From an optimization exercise on the open Yosys and OpenROAD flow, aimed at small area, a short achievable clock period and few clock cycles; shortcuts taken in it are not production practice. In this exercise RTL edits were held to simulation tests only and were not proved equivalent to the original.

// muldiv
module muldiv
(
    input  logic        clk,
    input  logic        rst,
    input  logic        start,
    input  logic [2:0]  funct3,
    input  logic [31:0] rs1,
    input  logic [31:0] rs2,
    output logic        ready,
    output logic        done,
    output logic [31:0] result
);
logic st_idle, st_mul, st_align, st_dneg, st_norm, st_div, st_corr, st_fix, st_done;
logic [64:0] X;
logic [32:0] Y;        
logic        dneg;     
logic [4:0]  cnt;
logic        o_hi;     
logic        o_short;  
logic        o_corr;   
logic        o_rem;    
logic        o_neg;    
wire        p_sgn  = ~funct3[0];                           
wire        p_dneg = funct3[2] & p_sgn & rs2[31];
wire        p_short = funct3[1] ? (rs2[31:15] == 17'd0)
                                : ((rs2[31:15] == 17'd0) | (rs2[31:15] == 17'h1ffff));
always_ff @(posedge clk) begin
    if (funct3[2])
        Y <= {p_dneg, rs2};
    else
        Y <= {((funct3 == 3'b001) | (funct3 == 3'b010)) & rs1[31], rs1};
    dneg <= p_dneg;
end
logic sel_ah, sel_ar, sel_y1, sel_y2, sel_bh, sel_bl, sel_bm, inv, cin;
logic sel_c1, sel_c2, cneg;
wire [36:0] ysx = {{4{Y[32]}}, Y};
wire [36:0] aop = ({37{sel_ah}} & {{4{X[64]}}, X[64:32]})
                | ({37{sel_ar}} & {{3{X[64]}}, X[64:31]});
wire [36:0] bop = ({37{sel_y1}} & ysx)
                | ({37{sel_y2}} & {ysx[35:0], 1'b0})
                | ({37{sel_bh}} & {5'b00000, X[63:32]})
                | ({37{sel_bl}} & {5'b00000, X[31:0]})
                | ({37{sel_bm}} & {5'b00000, X[59:28]});
wire [34:0] cm    = ({35{sel_c1}} & ysx[34:0])
                  | ({35{sel_c2}} & {ysx[33:0], 1'b0});
wire [36:0] cop   = {cm ^ {35{cneg}}, {2{cneg}}};
wire [36:0] bx    = bop ^ {37{inv}};
wire [36:0] csum  = aop ^ bx ^ cop;
wire [36:0] ccar  = {(aop[35:0] & bx[35:0]) | (aop[35:0] & cop[35:0]) | (bx[35:0] & cop[35:0]), cneg};
wire [36:0] S;
muldiv_add37 add (.a(csum), .b(ccar), .cin(cin), .s(S));
wire        sneg  = S[36];
function automatic logic [3:0] niblen(input logic [31:0] x, input logic s);
    niblen = 4'd0;
    for (int i = 0; i < 8; i++)
  ...
Size: roughly 1400 cells after synthesis, roughly 12000 sq um of cells after synthesis.
export LEC_CHECK = 0
export ABC_CLOCK_PERIOD_IN_PS = 4000
export CAP_MARGIN = 10
export CORE_MARGIN = 2
export CORE_UTILIZATION = 50
export CTS_BUF_LIST = sky130_fd_sc_hd__clkbuf_4 sky130_fd_sc_hd__clkbuf_8
export SETUP_SLACK_MARGIN = 4.0
export SLEW_MARGIN = 10
create_clock -name core_clock -period 9.0 [get_ports {clk}]
standard.sh (not shown) runs the stock make flow with config.mk's settings and CLKGATE_MAP_FILE= SYNTH_SCRIPT=/design/flow/synth_recipe.tcl, a recipe that flattens the netlist after the stock synthesis.
==> flow/flow/run.sh <==
#!/bin/bash
# The standard layout (standard.sh), with each port buffered by a
# sky130_fd_sc_hd__buf_1 instead of the larger cell buffer_ports picks.
# standard.sh's output goes to standard.log in this folder.
export BUFFER_PORTS_ARGS="-buffer_cell sky130_fd_sc_hd__buf_1"
bash standard.sh > standard.log 2>&1
The baseline finished clean.
Testbench counts at the start, summed over its fixed seeds: cycles 31,398.
Edit:
CAP_MARGIN = 20   (was 10)
SLEW_MARGIN = 20   (was 10)
After rerunning:
- The changed run completed without violations
- synthesized area stays the same
- setup slack does not change
- synthesized cell count stays the same
- sequential share of layout area stays the same
- clock skew stays the same
- sequential cell count is unchanged
- via count stays the same
- global-route usage stays the same
- critical path depth is unchanged

Setup of red:
Another version of the RTL of muldiv (not shown whole).
For scale: roughly 1,600 cells after synthesis, roughly 130 flip-flops, ~13,000 um^2 of cells after synthesis.
clock: 9.0 ns
lec_check: 0
abc_clock_period_in_ps: 3000
cap_margin: 20
core_margin: 2
core_utilization: 50
cts_buf_list: sky130_fd_sc_hd__clkbuf_4 sky130_fd_sc_hd__clkbuf_8
setup_slack_margin: 4.0
slew_margin: 20
Scripts as last shown in full above: flow/flow/run.sh
Testbench counts of red, summed over its fixed seeds: cycles 32,841.
The following lists how blue was set up differently from red:
Settings: ABC_CLOCK_PERIOD_IN_PS: 3000 -> 4000; CTS_BUF_LIST: sky130_fd_sc_hd__clkbuf_4 sky130_fd_sc_hd__clkbuf_8 -> unset; CORE_UTILIZATION: 50 -> 40; SETUP_SLACK_MARGIN: 4.0 -> 4.5.
- blue vs red: tightest slew margin relative to the limit up in blue
- blue ends up with a length of routed met2 wiring that is about 4.6% higher than in red.
- Multi-input logic area for blue: about 10% up relative to red
- Clock network area share for blue is higher than for red.
- Final cell area: blue above red
diff inputs: blue => green
Settings: changing CORE_UTILIZATION from 40 to 50; setting CTS_BUF_LIST to sky130_fd_sc_hd__clkbuf_4 sky130_fd_sc_hd__clkbuf_8 for the first time; changing SETUP_SLACK_MARGIN from 4.5 to 4.3.
Findings:
green vs blue, placement-stage worst setup slack went up by 270 ps.
Summary of green over blue: total stage count of the critical path lost 2, wire length lost about 2.2%.
green vs blue, met1 demand-to-capacity share in global routing went up by 9.7 points.
blue → green: buffer and inverter count on the worst path now sits lower, area added between synthesis and finish now sits lower.
Between green and blue, it is green whose number of nets at the end of the flow is lower, by 35.
> inputs changed (green -> orange)
Settings: changing SETUP_SLACK_MARGIN from 4.3 to 4.0.
### Flow results
- Delta (orange minus green): area added between synthesis and finish went down by 7.6 points, critical path's largest stage delay +160 ps, length in cells of the worst reg-to-reg path fell by 3.
- green vs orange, master of the slowest instance on the critical path: nor4_4 vs nor4_2
- Diff green -> orange: final setup slack of the worst path saw a decrease; routed metal-1 wirelength essentially unchanged; count of placed standard cells including taps about even.
- Core utilization: orange lower than green
- orange reports its highest metal layer used by the detailed router as met5 while green reports met4.
The following lists how purple was set up differently from orange:
Settings: clearing CTS_BUF_LIST, which used to be sky130_fd_sc_hd__clkbuf_4 sky130_fd_sc_hd__clkbuf_8.
--- outcome ---
Between orange and purple, the final cell count does not differ in any meaningful way. purple did not stop at any stage, and its layout met the timing, DRC and antenna checks. Relative to orange, purple improves register-to-register slack.

JK:
The RTL this note starts from:
==> flow/design.v <==
module muldiv
(
    input  logic        clk,
    input  logic        rst,
    input  logic        start,
    input  logic [2:0]  funct3,
    input  logic [31:0] rs1,
    input  logic [31:0] rs2,
    output logic        ready,
    output logic        done,
    output logic [31:0] result
);
logic st_idle, st_mul, st_dneg, st_norm, st_div, st_corr, st_fix, st_done;
logic [64:0] X;
logic [32:0] Y;        
logic        dneg;     
logic [4:0]  cnt;
logic        o_hi;     
logic        o_corr;   
logic        o_rem;    
logic        o_neg;    
wire        p_sgn  = ~funct3[0];                           
wire        p_dneg = funct3[2] & p_sgn & rs2[31];
always_ff @(posedge clk) begin
    if (funct3[2])
        Y <= {1'b0, rs2 ^ {32{p_dneg}}};
    else
        Y <= {((funct3 == 3'b001) | (funct3 == 3'b010)) & rs1[31], rs1};
    dneg <= p_dneg;
end
logic sel_ah, sel_ar, sel_y1, sel_y2, sel_bh, sel_bl, sel_bm, inv, cin;
logic sel_c1, sel_c2, cneg;
wire [36:0] ysx = {{4{Y[32]}}, Y};
wire [36:0] aop = ({37{sel_ah}} & {{4{X[64]}}, X[64:32]})
                | ({37{sel_ar}} & {{3{X[64]}}, X[64:31]});
wire [36:0] bop = ({37{sel_y1}} & ysx)
                | ({37{sel_y2}} & {ysx[35:0], 1'b0})
                | ({37{sel_bh}} & {5'b00000, X[63:32]})
                | ({37{sel_bl}} & {5'b00000, X[31:0]})
                | ({37{sel_bm}} & {5'b00000, X[59:28]});
wire [34:0] cm    = ({35{sel_c1}} & ysx[34:0])
                  | ({35{sel_c2}} & {ysx[33:0], 1'b0});
wire [36:0] cop   = {cm ^ {35{cneg}}, {2{cneg}}};
wire [36:0] bx    = bop ^ {37{inv}};
wire [36:0] csum  = aop ^ bx ^ cop;
wire [36:0] ccar  = {(aop[35:0] & bx[35:0]) | (aop[35:0] & cop[35:0]) | (bx[35:0] & cop[35:0]), cneg};
wire [37:0] S38   = {csum, 1'b1} + {ccar, cin};
wire [36:0] S     = S38[37:1];
wire        sneg  = S[36];
function automatic logic [3:0] niblen(input logic [31:0] x);
    niblen = 4'd0;
    for (int i = 0; i < 8; i++)
        if (x[4*i +: 4] != 4'd0) niblen = 4'(i + 1);
endfunction
wire       dz    = (Y[31:0] == 32'd0) & ~dneg;
wire [3:0] na    = niblen(X[63:32]);
wire [3:0] nd    = niblen(Y[31:0]);
logic [2:0] nnm1;
always_comb begin
    if (dz || na <= nd)      nnm1 = 3'd0;
    else if (na >= nd + 4'd7) nnm1 = 3'd7;
    else                     nnm1 = 3'(na - nd);
end
wire [63:0] xn = {32'd0, X[63:32]} << {~nnm1, 2'b00};    
wire last = (cnt == 5'd0);
wire [19:0] nxt0, nxt1;
muldiv_next nx0 (.sg(1'b0), .nxt(nxt0), .*);
muldiv_next nx1 (.sg(1'b1), .nxt(nxt1), .*);
wire [19:0] nxt = sneg ? nxt1 : nxt0;
wire [3:0] nx  = st_idle ? rs2[3:0] : X[7:4];
wire       npv = st_idle ? 1'b0 : X[3];
wire nb_one = nx[0] ^ npv;
wire nb_two = (nx[1] & ~nx[0] & ~npv) | (~nx[1] & nx[0] & npv);
wire nb_neg = nx[1] & ~(nx[0] & npv);
wire nc_one = nx[2] ^ nx[1];
wire nc_two = (nx[3] & ~nx[2] & ~nx[1]) | (~nx[3] & nx[2] & nx[1]);
wire nc_neg = nx[3] & ~(nx[2] & nx[1]);
always_ff @(posedge clk) begin
    if (st_idle)
        X[64:32] <= {1'b0, rs1 & {32{funct3[2]}}};
    else if (st_mul)
        X[64:32] <= S[36:4];
    else if (st_norm)
        X[64:32] <= {1'b0, xn[63:32]};
    else  
        X[64:32] <= {S[32] & ~st_dneg, S[31:0]};
    if (st_idle)
        X[31:0] <= rs2;
    else if (st_mul)
        X[31:0] <= {S[3:0], X[31:4]};
    else if (st_norm)
        X[31:0] <= xn[31:0];
    else if (st_fix | st_dneg)
        X[31:0] <= S[31:0];
    else  
        X[31:0] <= {X[30:0], ~sneg};
    cnt <= st_norm ? {nnm1, 2'b11} : (st_idle ? 5'd7 : cnt - 5'd1);
    if (st_idle) begin
        o_hi   <= (funct3 != 3'b000);
        o_corr <= funct3[1] & rs2[31];
        o_rem  <= funct3[1];
        o_neg  <= funct3[1] ? (p_sgn & rs1[31]) : (p_sgn & (rs1[31] ^ rs2[31]));
    end
    {sel_ah, sel_ar, sel_y1, sel_y2, sel_bh, sel_bl, sel_bm, inv, cin, sel_c1, sel_c2, cneg} <= nxt[19:8];
    if (rst) begin
        {st_idle, st_mul, st_dneg, st_norm, st_div, st_corr, st_fix, st_done} <= 8'b10000000;
    end else begin
        {st_idle, st_mul, st_dneg, st_norm, st_div, st_corr, st_fix, st_done}
            <= nxt[7:0];
    end
end
assign ready  = st_idle;
assign done   = st_done;
assign result = X[31:0];
endmodule
module muldiv_next
(
    input  logic        sg,
    input  logic        st_idle, st_mul, st_dneg, st_norm, st_div, st_corr, st_fix, st_done,
    input  logic        start,
    input  logic [2:0]  funct3,
    input  logic [31:0] rs1,
    input  logic        p_sgn, p_dneg,
    input  logic        last, dz,
    input  logic        o_hi, o_corr, o_rem, o_neg,
    input  logic        nb_one, nb_two, nb_neg, nc_one, nc_two, nc_neg,
    output logic [19:0] nxt
);
wire early  = sg | dz;                  
wire n_idle = (st_idle & ~start) | st_done;
wire n_mul  = (st_idle & start & ~funct3[2]) | (st_mul & ~last);
wire n_dneg = st_idle & start & funct3[2] & p_sgn & rs1[31];
wire n_norm = (st_idle & start & funct3[2] & ~(p_sgn & rs1[31])) | st_dneg;
wire n_div  = (st_norm & ~early) | (st_div & ~last);
wire n_corr = st_div & last & o_rem & sg;
wire n_fix  = (st_mul & last & o_hi)
            | (st_norm & early)
            | (st_div & last & (o_rem ? ~sg : o_neg))
            | st_corr;
wire n_done = (st_mul & last & ~o_hi)
            | (st_div & last & ~o_rem & ~o_neg);
wire n_sub  = st_norm | ~sg;
logic nf_ah, nf_by, nf_bh, nf_bl, nf_bm, nf_inv, nf_cin;
always_comb begin
    if (st_mul) begin
        nf_ah = 1'b1; nf_by = o_corr; nf_bh = 1'b0; nf_bl = 1'b0; nf_bm = 1'b0; nf_inv = 1'b0; nf_cin = 1'b0;
    end else if (st_norm) begin
        nf_ah = 1'b0; nf_by = 1'b0; nf_bh = 1'b0; nf_bl = 1'b0; nf_bm = o_rem;
        nf_inv = o_rem ? o_neg : dz;
        nf_cin = o_rem & o_neg;
    end else begin
        nf_ah = 1'b0; nf_by = 1'b0; nf_bh = o_rem; nf_bl = ~o_rem; nf_bm = 1'b0; nf_inv = o_neg; nf_cin = o_neg;
    end
end
assign nxt[19] = n_mul | n_norm | n_corr | (n_fix & nf_ah);                           
assign nxt[18] = n_div;                                                               
assign nxt[17] = (n_mul & nb_one) | n_div | n_norm | n_corr | (n_fix & nf_by);        
assign nxt[16] = n_mul & nb_two;                                                      
assign nxt[15] = n_dneg | (n_fix & nf_bh);                                            
assign nxt[14] = n_fix & nf_bl;                                                       
assign nxt[13] = n_fix & nf_bm;                                                       
assign nxt[12] = (n_mul & nb_neg) | (n_div & n_sub) | n_norm | n_dneg | (n_fix & nf_inv);  
assign nxt[11] = (n_mul & nb_neg) | (n_div & (n_sub ^ p_dneg)) | (n_norm & ~p_dneg)
               | (n_corr & p_dneg) | n_dneg | (n_fix & nf_cin);                       
assign nxt[10]  = n_mul & nc_one;                                                      
assign nxt[9]  = n_mul & nc_two;                                                      
assign nxt[8]  = n_mul & nc_neg;                                                      
assign nxt[7:0] = {n_idle, n_mul, n_dneg, n_norm, n_div, n_corr, n_fix, n_done | st_fix};
endmodule
make LEC_CHECK=0 ABC_CLOCK_PERIOD_IN_PS=4000 CAP_MARGIN=20 CORE_MARGIN=2 CORE_UTILIZATION=60 SETUP_SLACK_MARGIN=4.0 SLEW_MARGIN=20 finish   # period 9.0 ns
run.sh (not shown) runs the stock make flow with config.mk's settings and CLKGATE_MAP_FILE= SYNTH_SCRIPT=/design/flow/synth_recipe.tcl, a recipe that flattens the netlist after the stock synthesis.
Stock flow here: none of the scripts above is used.
JK | stages: all done | timing, DRC, antenna: all pass
Testbench counts of JK, summed over its fixed seeds: cycles 33,109.
## Diff of input files: MS against JK
-- flow/config.mk --
<<< JK, line 10
export CORE_MARGIN = 2
export CORE_UTILIZATION = 60
export SETUP_SLACK_MARGIN = 4.0
>>> MS, line 10
export CORE_MARGIN = 2
export CORE_UTILIZATION = 40
export SETUP_SLACK_MARGIN = 4.0
--- outcome ---
In the flow results for MS and JK, the final instance area is smaller on JK. The via count reported for MS is lower than the one for JK. Wire length after detailed routing up about 4% in MS wrt JK. Compared with JK, in MS number of DRC markers after the initial detailed-route iteration dropped 358. Taking JK as the reference, in MS post-DP HPWL up about 6.5%.
#### Input delta (AL over MS)
-- flow/config.mk --
<<< MS, line 11
export CORE_UTILIZATION = 40
export SETUP_SLACK_MARGIN = 4.0
export SLEW_MARGIN = 20
>>> AL, line 11
export CORE_UTILIZATION = 40
export SETUP_SLACK_MARGIN = 4.5
export SLEW_MARGIN = 20
### Flow results
AL ends up with a biggest cell delay along the critical path that is 0.14 ns lower than in MS. A capturing instance or port of the critical path of X[47]$_DFF_P_ is what MS shows, while X[30]$_DFF_P_ belongs to AL. AL completed every stage of the flow, and the final layout passed the timing, DRC and antenna checks. Fraction of layout cells with a size suffix above 1 on AL is up relative to MS. AL ends up with a multi-input gate share of the layout cell area that is 0.44 points lower than in MS. Looking only at worst slew margin relative to its limit, and setting everything else aside, the lower value of MS and AL goes to AL. Detailed-router iteration count before antenna repair: AL vs MS down 1.
Changes in TR relative to AL:
==> flow/flow/run.sh (new file) <==
#!/bin/bash
# The standard layout (standard.sh), with each port buffered by a
# sky130_fd_sc_hd__buf_1 instead of the larger cell buffer_ports picks.
# standard.sh's output goes to standard.log in this folder.
export BUFFER_PORTS_ARGS="-buffer_cell sky130_fd_sc_hd__buf_1"
bash standard.sh > standard.log 2>&1
==> flow/standard.sh (new file) <==
#!/bin/bash
# synth_recipe.tcl (not shown) runs the flow's synth.tcl, then flattens the netlist and writes it again
# the make line also repeats each setting of config.mk as NAME=value (left out here)
make -C /OpenROAD-flow-scripts/flow DESIGN_CONFIG=/design/flow/config.mk WORK_HOME=/design/flow/orfs CLKGATE_MAP_FILE= SYNTH_SCRIPT=/design/flow/synth_recipe.tcl "${@:-finish}"
removed: flow/run.sh
Relative to AL, the half-perimeter wire length of the detailed placement result measured on TR has decreased slightly. Of TR and AL, the run reporting the lower count of non-filler cells in the finished layout was TR. Proportion of cell area spent on the clock network across TR and AL: no real change.

[what the ideal ports hide]
No port has a modelled driver above. Below, the same layouts with a new extraction and two added sets of constraints.
Step 1: set_driving_cell puts a clkbuf_16 on clk and a buf_2 on each other input, an assumption about the parent block.
Step 2 times the ports against the registers' clock, not the clock port: input delays grow and output delays shrink by t, the midpoint of the rising clock arrivals with the driver on.
Slacks: ideal ports / drivers / drivers and shift; pairs: ideal ports / drivers.
run | shift t [ns] | setup slack, ns | worst hold slack (ns) | worst setup path after step 2
the first run of note 1 | 0.524 | 4.139 / 4.139 / 4.139 | 0.406 / 0.406 / 0.406 | register to register
the second run of note 1 | 0.524 | 4.139 / 4.139 / 4.139 | 0.406 / 0.406 / 0.406 | register to register
red | 0.508 | 3.993 / 3.993 / 3.993 | 0.411 / 0.411 / 0.411 | register to register
blue | 0.508 | 4.356 / 4.356 / 4.347 | 0.409 / 0.409 / 0.409 | input to register
green | 0.511 | 4.295 / 4.295 / 4.295 | 0.413 / 0.413 / 0.413 | register to register
orange | 0.508 | 3.993 / 3.993 / 3.993 | 0.411 / 0.411 / 0.411 | register to register
purple | 0.489 | 4.081 / 4.081 / 4.081 | 0.405 / 0.405 / 0.405 | register to register
JK | 0.485 | 4.114 / 4.114 / 4.114 | 0.405 / 0.405 / 0.405 | register to register
MS | 0.496 | 4.141 / 4.141 / 4.141 | 0.405 / 0.405 / 0.405 | register to register
AL | 0.493 | 4.402 / 4.402 / 4.248 | 0.402 / 0.402 / 0.402 | input to register
TR | 0.505 | 4.422 / 4.422 / 4.197 | 0.410 / 0.410 / 0.410 | input to register
After both steps setup and hold are still met in every run listed. For TR, which loses most, drivers alone change the setup slack by 0.000 ns; drivers and shift together by -0.225 ns.
